Source: an optimization exercise on an open RTL-to-GDS flow (aim: small area, a short achievable clock period and few clock cycles per item). Production flows keep margins and buffers that such runs may drop. Only simulation tests tie the RTL to the original design; equivalence was not proved. Power figures rest on the tool's default switching activity, not on a simulated workload.

### flow/run.sh
#!/bin/bash
# synth_recipe.tcl (not shown) runs the flow's synth.tcl, then flattens the netlist and writes it again
# the make line also repeats each setting of config.mk as NAME=value (left out here)
make -C /OpenROAD-flow-scripts/flow DESIGN_CONFIG=/design/flow/config.mk WORK_HOME=/design/flow/orfs CLKGATE_MAP_FILE= SYNTH_SCRIPT=/design/flow/synth_recipe.tcl finish
### flow/config.mk
export PLATFORM = sky130hd
export DESIGN_NAME = matmul8x8_8bit_seq
export DESIGN_NICKNAME = matmul8x8_8bit_seq
export VERILOG_FILES = /design/flow/design.v
export SDC_FILE = /design/flow/constraint.sdc
export NUM_CORES = 4
export LEC_CHECK = 0
export CAP_MARGIN = 20
export CORE_AREA = 5 5 1295 1295
export DIE_AREA = 0 0 1300 1300
export PLACE_DENSITY = 0.56
export SETUP_SLACK_MARGIN = 3.5
export SLEW_MARGIN = 20
export SYNTH_HIERARCHICAL = 1
export TNS_END_PERCENT = 20
### flow/constraint.sdc
create_clock -name core_clock -period 10.0 [get_ports {clk}]
set_input_delay 2.0000 -clock core_clock [delete_from_list [all_inputs] [get_ports {clk}]]
set_output_delay 2.0000 -clock core_clock [all_outputs]
set_load 0.01 [all_outputs]
### flow/design.v
module mm_fa #(parameter W = 1) (input [W-1:0] a, input [W-1:0] b, input [W-1:0] c,
                                 output [W-1:0] s, output [W-1:0] co);
    assign s = a ^ b ^ c;
    assign co = (a & b) | (a & c) | (b & c);
endmodule
module mm_x3 (input [7:0] a, output [9:0] y);
    assign y = {a[7], a[7], a} + {a[7], a, 1'b0};
endmodule
module mm_tsel (input [1:0] d, output [3:0] s);
    assign s = {~d[1], ~d[0] & d[1], d[0] & d[1], d[0] & ~d[1]};
endmodule
module mm_dsel (input [1:0] d, output [2:0] s);
    assign s = {d[1] & d[0], d[1] & ~d[0], ~d[1] & d[0]};
endmodule
module mm_tree_in (input [63:0] a, input [79:0] a3, input [71:0] bs, input [63:0] na, input [31:0] ts, output [30:0] q);
    wire [215:0] ox1, ox2, ox3, sl1, sl2, sl3;
    wire [23:0] a7x, nz;
    wire [71:0] ta, tna, tn2a, t1, tm1, tm2;
    wire [7:0] a7, na7, nb7, tt1, ttm;
    genvar k, j, i;
    generate
        for (k = 0; k < 8; k = k + 1) begin : K
            for (j = 0; j < 3; j = j + 1) begin : J
                for (i = 0; i < 9; i = i + 1) begin : I
                    assign ox1[(k*3+j)*9+i] = a[k*8 + (i < 7 ? i : 7)];
                    assign ox2[(k*3+j)*9+i] = (i == 0) ? 1'b0 : a[k*8 + (i - 1 < 7 ? i - 1 : 7)];
                    assign ox3[(k*3+j)*9+i] = a3[k*10+i];
                    assign sl1[(k*3+j)*9+i] = bs[(k*3+j)*3];
                    assign sl2[(k*3+j)*9+i] = bs[(k*3+j)*3+1];
                    assign sl3[(k*3+j)*9+i] = bs[(k*3+j)*3+2];
                end
                assign a7x[k*3+j] = a[k*8+7];
                assign nz[k*3+j] = |bs[(k*3+j)*3 +: 3];
            end
            for (i = 0; i < 9; i = i + 1) begin : T
                assign ta[k*9+i] = a[k*8 + (i < 7 ? i : 7)];
                assign tna[k*9+i] = na[k*8 + (i < 7 ? i : 7)];
                assign tn2a[k*9+i] = (i == 0) ? 1'b1 : na[k*8 + (i - 1 < 7 ? i - 1 : 7)];
                assign t1[k*9+i] = ts[k*4];
                assign tm1[k*9+i] = ts[k*4+1];
                assign tm2[k*9+i] = ts[k*4+2];
            end
            assign a7[k] = a[k*8+7];
            assign na7[k] = na[k*8+7];
            assign nb7[k] = ts[k*4+3];
            assign tt1[k] = ts[k*4];
            assign ttm[k] = ~ts[k*4+3];
        end
    endgenerate
    wire [215:0] p = ~((sl1 & ox1) | (sl2 & ox2) | (sl3 & ox3));
    wire [23:0] sg = nz & a7x;
    wire [71:0] pt = ~((t1 & ta) | (tm1 & tna) | (tm2 & tn2a));
    wire [7:0] st = (tt1 & a7) | (ttm & na7);
    wire [95:0] s1, c1;
    wire [95:0] x1 = {st[5], st[2], 1'b0, pt[35], pt[8], pt[34], pt[7], sg[17], sg[8], 1'b0, p[134], p[53], pt[51], pt[24], 1'b0, p[133], p[52], pt[41], pt[14], sg[19], sg[10], sg[1], p[179], p[132], p[98], p[51], p[17], pt[31], pt[4], p[185], p[151], p[104], p[70], p[23], pt[39], pt[12], sg[18], sg[9], sg[0], p[184], p[157], p[130], p[103], p[76], p[49], p[22], pt[29], pt[2], p[176], p[149], p[122], p[95], p[68], p[41], p[14], pt[28], pt[1], p[195], p[168], p[141], p[114], p[87], p[60], p[33], p[6], pt[36], pt[9], nb7[6], nb7[3], nb7[0], p[174], p[147], p[120], p[93], p[66], p[39], p[12], p[146], p[112], p[65], p[31], p[99], p[18], p[172], p[138], p[91], p[57], p[10], p[137], p[56], p[90], p[9], p[109], p[28], p[81], p[0]};
    wire [95:0] y1 = {st[6], st[3], st[0], pt[44], pt[17], pt[43], pt[16], sg[20], sg[11], sg[2], p[161], p[80], pt[60], pt[33], pt[6], p[160], p[79], pt[50], pt[23], sg[22], sg[13], sg[4], p[186], p[152], p[105], p[71], p[24], pt[40], pt[13], p[205], p[158], p[124], p[77], p[43], pt[48], pt[21], sg[21], sg[12], sg[3], p[197], p[170], p[143], p[116], p[89], p[62], p[35], pt[38], pt[11], p[183], p[156], p[129], p[102], p[75], p[48], p[21], pt[37], pt[10], p[202], p[175], p[148], p[121], p[94], p[67], p[40], p[13], pt[45], pt[18], nb7[7], nb7[4], nb7[1], p[181], p[154], p[127], p[100], p[73], p[46], p[19], p[166], p[119], p[85], p[38], p[126], p[45], p[192], p[145], p[111], p[64], p[30], p[164], p[83], p[117], p[36], p[136], p[55], p[108], p[27]};
    wire [95:0] z1 = {st[7], st[4], st[1], pt[53], pt[26], pt[52], pt[25], sg[23], sg[14], sg[5], p[188], p[107], pt[69], pt[42], pt[15], p[187], p[106], pt[59], pt[32], pt[5], sg[16], sg[7], p[206], p[159], p[125], p[78], p[44], pt[49], pt[22], p[212], p[178], p[131], p[97], p[50], pt[57], pt[30], pt[3], sg[15], sg[6], p[204], p[177], p[150], p[123], p[96], p[69], p[42], pt[47], pt[20], p[196], p[169], p[142], p[115], p[88], p[61], p[34], pt[46], pt[19], p[209], p[182], p[155], p[128], p[101], p[74], p[47], p[20], pt[54], pt[27], pt[0], nb7[5], nb7[2], p[194], p[167], p[140], p[113], p[86], p[59], p[32], p[173], p[139], p[92], p[58], p[153], p[72], p[199], p[165], p[118], p[84], p[37], p[191], p[110], p[144], p[63], p[163], p[82], p[135], p[54]};
    mm_fa #(96) u_fa1 (.a(x1), .b(y1), .c(z1), .s(s1), .co(c1));
    wire [56:0] s2, c2;
    wire [56:0] x2 = {c1[91], c1[90], c1[87], pt[62], c1[82], s1[87], pt[61], s1[82], c1[77], c1[74], c1[69], s1[77], c1[67], pt[68], s1[69], c1[64], c1[61], c1[58], pt[58], s1[64], c1[54], c1[51], s1[60], c1[48], pt[66], s1[54], s1[51], c1[44], c1[41], c1[40], pt[56], s1[45], s1[42], c1[35], c1[32], c1[30], c1[27], pt[55], s1[36], s1[33], c1[25], c1[22], c1[19], s1[28], pt[63], s1[22], s1[19], c1[13], c1[10], s1[14], p[180], s1[9], c1[4], s1[5], p[171], c1[0], p[162]};
    wire [56:0] y2 = {c1[92], s1[91], c1[88], pt[71], c1[83], s1[88], pt[70], s1[83], c1[78], c1[75], c1[70], s1[78], c1[68], s1[74], s1[70], c1[65], s1[67], c1[59], pt[67], s1[65], c1[55], c1[52], s1[61], c1[49], s1[57], s1[55], s1[52], c1[45], c1[42], s1[48], pt[65], s1[46], s1[43], c1[36], c1[33], s1[39], c1[28], pt[64], s1[37], s1[34], s1[31], c1[23], c1[20], s1[29], s1[26], s1[23], s1[20], c1[14], c1[11], p[4], p[207], s1[10], c1[5], p[2], p[198], c1[1], p[189]};
    wire [56:0] z2 = {s1[93], s1[92], c1[89], c1[86], s1[89], c1[81], s1[86], p[26], s1[81], c1[76], c1[71], p[25], s1[76], s1[75], s1[71], c1[66], s1[68], c1[60], c1[57], s1[66], c1[56], c1[53], p[16], s1[59], s1[58], s1[56], s1[53], c1[46], c1[43], s1[49], c1[39], s1[47], s1[44], c1[37], c1[34], s1[40], c1[29], c1[26], s1[38], s1[35], s1[32], c1[24], c1[21], s1[30], s1[27], s1[24], s1[21], p[5], c1[12], p[11], s1[13], s1[11], p[3], p[29], s1[4], p[1], s1[0]};
    mm_fa #(57) u_fa2 (.a(x2), .b(y2), .c(z2), .s(s2), .co(c2));
    wire [36:0] s3, c3;
    wire [36:0] x3 = {c2[54], s1[94], c2[52], c2[50], c2[49], c2[48], s1[90], c1[79], s2[47], p[215], c1[72], c2[39], p[214], c2[34], c2[33], p[213], s2[34], s2[32], p[211], c2[19], c2[15], s2[20], p[203], c2[12], s2[14], s2[12], c1[17], c2[7], p[201], s2[7], c2[4], p[193], c1[7], c2[2], c1[3], s2[2], p[190]};
    wire [36:0] y3 = {c2[55], s1[95], s2[54], s2[53], c1[84], s2[51], s2[50], c1[80], s2[48], c2[43], c1[73], c2[40], c2[38], c1[62], s2[39], c2[32], s1[62], c2[26], c2[20], p[8], c2[16], s2[21], p[210], s2[19], s2[15], s2[13], c1[18], c1[15], p[208], s1[15], c1[8], p[200], s2[4], c2[3], s2[3], c2[1], c2[0]};
    wire [36:0] z3 = {s2[56], c2[53], s2[55], c2[51], c1[85], s2[52], c2[47], s2[49], c2[45], c2[44], s2[45], s2[44], s2[43], c1[63], s2[40], s2[38], s1[63], c2[27], c2[21], p[15], c2[17], c1[31], c2[13], p[7], s2[16], c2[9], s2[9], c1[16], c2[6], s1[16], c1[9], s2[6], s1[8], c1[6], s1[6], c1[2], s2[1]};
    mm_fa #(37) u_fa3 (.a(x3), .b(y3), .c(z3), .s(s3), .co(c3));
    wire [31:0] s4, c4;
    wire [31:0] x4 = {s3[35], c3[30], c3[28], c3[27], c3[25], s1[84], c3[23], s3[24], s1[79], c2[37], c2[35], s1[72], s2[35], s2[33], c3[14], c1[47], s2[26], c2[18], s3[14], c1[38], c2[10], c3[8], s3[9], c3[6], s1[25], s3[6], c3[3], s1[17], s3[3], s1[12], s1[7], s1[2]};
    wire [31:0] y4 = {c3[33], s3[33], c3[29], s3[30], s3[27], s1[85], c2[41], c3[22], s1[80], s3[23], c2[36], s1[73], s2[36], c3[17], s3[18], s3[17], s2[27], s3[15], c3[11], s3[13], c2[11], c3[9], s3[10], c2[8], c3[5], s2[8], c3[4], s1[18], s3[4], c3[1], c3[0], s1[3]};
    wire [31:0] z4 = {c3[34], c3[31], s3[32], s3[31], c2[46], c3[24], c2[42], s3[25], c3[21], s2[41], c3[20], s3[21], s3[20], c1[50], c3[15], s1[50], c3[13], s2[22], c2[14], s1[41], s3[11], c3[10], s2[10], c3[7], s3[8], s3[7], c2[5], s3[5], s2[5], c3[2], s3[1], s3[0]};
    mm_fa #(32) u_fa4 (.a(x4), .b(y4), .c(z4), .s(s4), .co(c4));
    wire [26:0] s5, c5;
    wire [26:0] x5 = {s3[36], s3[34], c4[26], s3[29], c3[26], c4[21], s2[46], c4[19], c3[19], c2[30], c2[28], c3[18], s4[17], s2[30], s2[28], c2[24], c2[22], c4[11], s2[25], s2[23], c4[8], s2[17], c4[5], s2[11], s4[4], c4[1], s3[2]};
    wire [26:0] y5 = {c4[30], c3[32], c4[27], s4[26], s3[28], c4[22], s3[26], s4[21], s3[22], c2[31], c2[29], s3[19], c3[16], s2[31], s2[29], c2[25], c2[23], c3[12], s4[13], s4[12], c4[9], s2[18], c4[6], c4[4], c4[2], s4[2], c4[0]};
    wire [26:0] z5 = {s4[31], c4[28], s4[28], c4[24], c4[23], s4[25], c4[20], s4[22], c4[18], s4[18], c4[16], c4[15], c4[14], c4[13], s4[16], s4[15], c4[12], s3[16], c4[10], s2[24], s4[10], c4[7], s4[8], s4[7], c4[3], s4[3], s4[1]};
    mm_fa #(27) u_fa5 (.a(x5), .b(y5), .c(z5), .s(s5), .co(c5));
    wire [16:0] s6, c6;
    wire [16:0] x6 = {s4[30], c5[22], s4[27], s4[23], s5[18], s2[42], s5[16], c5[10], s2[37], s5[12], c5[7], c5[6], s4[14], s5[5], s4[11], s4[9], s4[5]};
    wire [16:0] y6 = {c4[29], s4[29], c4[25], c5[18], c5[16], s4[20], s5[17], c5[11], c4[17], s5[13], s5[10], s5[8], s5[7], c5[4], s3[12], s5[3], s4[6]};
    wire [16:0] z6 = {s5[25], c5[23], c5[20], s4[24], c5[17], c5[15], s4[19], c5[12], s5[15], c5[8], s5[11], s5[9], c5[5], s5[6], c5[3], c5[2], c5[1]};
    mm_fa #(17) u_fa6 (.a(x6), .b(y6), .c(z6), .s(s6), .co(c6));
    wire [14:0] s7, c7;
    wire [14:0] x7 = {c5[25], c5[24], s5[24], s5[22], s6[13], s5[20], s6[12], c6[8], c6[6], c5[13], c6[4], c5[9], c6[2], s6[2], s5[4]};
    wire [14:0] y7 = {s5[26], c6[15], c6[14], s5[23], c5[19], c6[11], c6[10], s6[11], s6[9], c5[14], s6[7], s5[14], s6[4], c6[1], c6[0]};
    wire [14:0] z7 = {c6[16], s6[16], s6[15], c6[13], s5[21], c6[12], s5[19], c6[9], s6[10], s6[8], c6[5], s6[6], c6[3], s6[3], s6[1]};
    mm_fa #(15) u_fa7 (.a(x7), .b(y7), .c(z7), .s(s7), .co(c7));
    wire [5:0] s8, c8;
    wire [5:0] x8 = {c5[21], c7[7], c7[5], c6[7], s7[3], s6[5]};
    wire [5:0] y8 = {s6[14], s7[9], s7[7], s7[5], c7[2], c7[1]};
    wire [5:0] z8 = {c7[9], c7[8], c7[6], c7[3], s7[4], s7[2]};
    mm_fa #(6) u_fa8 (.a(x8), .b(y8), .c(z8), .s(s8), .co(c8));
    wire [3:0] s9, c9;
    wire [3:0] x9 = {c7[11], s7[11], s7[10], s7[6]};
    wire [3:0] y9 = {c8[5], c7[10], c8[3], c7[4]};
    wire [3:0] z9 = {s7[12], s8[5], s8[4], s8[2]};
    mm_fa #(4) u_fa9 (.a(x9), .b(y9), .c(z9), .s(s9), .co(c9));
    assign q = {s7[14], c7[13], c9[3], s7[13], c7[12], s9[3], c9[2], c9[1], s9[2], c8[4], s9[1], c9[0], s8[3], c8[2], s7[8], s9[0], c8[1], s8[1], c8[0], s8[0], s7[1], c7[0], s7[0], s6[0], s5[2], s5[1], c5[0], s5[0], s4[0], s2[0], s1[1]};
endmodule
module mm_tree_out (input [30:0] q, output [15:0] c);
    wire [2:0] s1, c1;
    wire [2:0] x1 = {q[26], q[21], q[16]};
    wire [2:0] y1 = {q[27], q[22], q[17]};
    wire [2:0] z1 = {q[28], q[23], q[18]};
    mm_fa #(3) u_fa1 (.a(x1), .b(y1), .c(z1), .s(s1), .co(c1));
    wire [1:0] s2, c2;
    wire [1:0] x2 = {q[29], q[24]};
    wire [1:0] y2 = {q[30], q[25]};
    wire [1:0] z2 = {c1[2], c1[1]};
    mm_fa #(2) u_fa2 (.a(x2), .b(y2), .c(z2), .s(s2), .co(c2));
    wire [15:0] r0 = {~s2[1], ~s1[2], ~s2[0], ~s1[1], ~q[20], ~q[19], ~q[14], ~q[12], ~q[11], ~q[9], ~q[8], ~q[6], ~q[4], ~q[3], ~q[2], ~q[0]};
    wire [15:0] r1 = {1'b0, ~c2[0], 1'b0, 1'b0, ~c1[0], ~s1[0], ~q[15], ~q[13], 1'b0, ~q[10], 1'b0, ~q[7], ~q[5], 1'b0, 1'b0, ~q[1]};
    assign c = r0 + r1;
endmodule
module matmul8x8_8bit_seq (
    input clk,
    input rst,
    input start,
    input signed [511:0] A,
    input signed [511:0] B,
    output [1023:0] C,
    output reg done
);
    genvar r, c, k, j;
    wire [639:0] A3;
    wire [575:0] BS;
    wire [255:0] TS;
    wire [511:0] NA = ~A;
    generate
        for (k = 0; k < 64; k = k + 1) begin : PRE
            mm_x3 u_x3 (.a(A[k*8 +: 8]), .y(A3[k*10 +: 10]));
            mm_tsel u_tsel (.d(B[k*8+6 +: 2]), .s(TS[k*4 +: 4]));
            for (j = 0; j < 3; j = j + 1) begin : D
                mm_dsel u_sel (.d(B[k*8+2*j +: 2]), .s(BS[(k*3+j)*3 +: 3]));
            end
        end
        for (r = 0; r < 8; r = r + 1) begin : ROW
            for (c = 0; c < 8; c = c + 1) begin : COL
                wire [63:0] av;
                wire [79:0] a3v;
                wire [71:0] bsv;
                wire [63:0] nav;
                wire [31:0] tsv;
                for (k = 0; k < 8; k = k + 1) begin : K
                    assign av[k*8 +: 8] = A[(r*8+k)*8 +: 8];
                    assign a3v[k*10 +: 10] = A3[(r*8+k)*10 +: 10];
                    assign bsv[k*9 +: 9] = BS[(k*8+c)*9 +: 9];
                    assign nav[k*8 +: 8] = NA[(r*8+k)*8 +: 8];
                    assign tsv[k*4 +: 4] = TS[(k*8+c)*4 +: 4];
                end
                wire [30:0] t;
                reg [30:0] q;
                mm_tree_in u_in (.a(av), .a3(a3v), .bs(bsv), .na(nav), .ts(tsv), .q(t));
                always @(posedge clk)
                    if (start) q <= t;
                mm_tree_out u_out (.q(q), .c(C[(r*8+c)*16 +: 16]));
            end
        end
    endgenerate
    always @(posedge clk)
        if (rst) done <= 1'b0;
        else if (start) done <= 1'b1;
endmodule
==> run notes <==
[through the flow]
step | instance area (um^2) | cells | power [uW]
after CTS | 910000 | 89270 | 464000
after detailed placement | 840000 | 85215 | 437000
after global placement | 839000 | 85149 | 428000
after floorplan | 758000 | 60546 | 248000
[what timing repair did]
action,4_1_cts
cloned,233
gates resized for setup,5067
setup buffers,3266
endpoints found under the hold margin,0
setup endpoints to repair,1534
pin swaps,2449
[power groups by stage]
stage | Clock, uW | Combinational (uW) | Sequential (uW)
4_1_cts | 12400 | 408000 | 43600
3_3_place_gp | 0 | 384000 | 43400
3_5_place_dp | 0 | 393000 | 43600
2_1_floorplan | 0 | 206000 | 41900
[worst min-delay path by stage]
stage               depth (start not counted)         startpoint  slack [ns]                 to
floorplan                                   1  done$_SDFFE_PP0P_        0.52  done$_SDFFE_PP0P_
global placement                            1  done$_SDFFE_PP0P_        0.46  done$_SDFFE_PP0P_
detailed placement                          1  done$_SDFFE_PP0P_        0.47  done$_SDFFE_PP0P_
CTS                                         1  done$_SDFFE_PP0P_        0.49  done$_SDFFE_PP0P_
[routing by layer]
layer / track usage / GRT overflow
met5: 1.02 / 2538
met4: 1.14 / 30403
met3: 1.06 / 23112
met2: 1.22 / 84312
met1: 1.06 / 31573
==> out/qor.yml <==
global_route:
  gr-usage-all-layers: 1.12
  grt_remaining_overflow: 171938
  first_pass_grt_wire_length_mm: 12600
  grt_max_degree: 137
  grt_pass1_vias: 1100944
cts:
  root_buffer: "sky130_fd_sc_hd__clkbuf_16"
  cts-buffers-inserted: 312
  clock-sinks: 1985
  clock_tree.htree_level_count: 5
  ctsLongestPathBuffers: 5
  ctsHoldBuffers: 0
logic_synthesis:
  synth_warnings: 7
  cells_after_synthesis: 60418
  avg_inst_size_synth_um2: 12.5
  mappedNetlistArea_um2: 753000
floorplan:
  dieWidth_mm: 1.30
  dieHeight_mm: 1.30
  rows: 474
  boundaryPins: 2052
  start_util: 0.453
place:
  place.gp.congestion: 1.36
  dpl.hpwl_mm: 6300
  dp_worst_setup_slack_ns: 0.834
  io_buffers: 2051
outcome:
  stop_stage: "5_1_grt"
  firstError: "[ERROR GRT-0116] Global routing finished with congestion. Check the congestion regions in the DRC Viewer."
  result_of_the_run: "did not finish"
Testbench counts, summed over its fixed seeds: cycles 96, items 96.
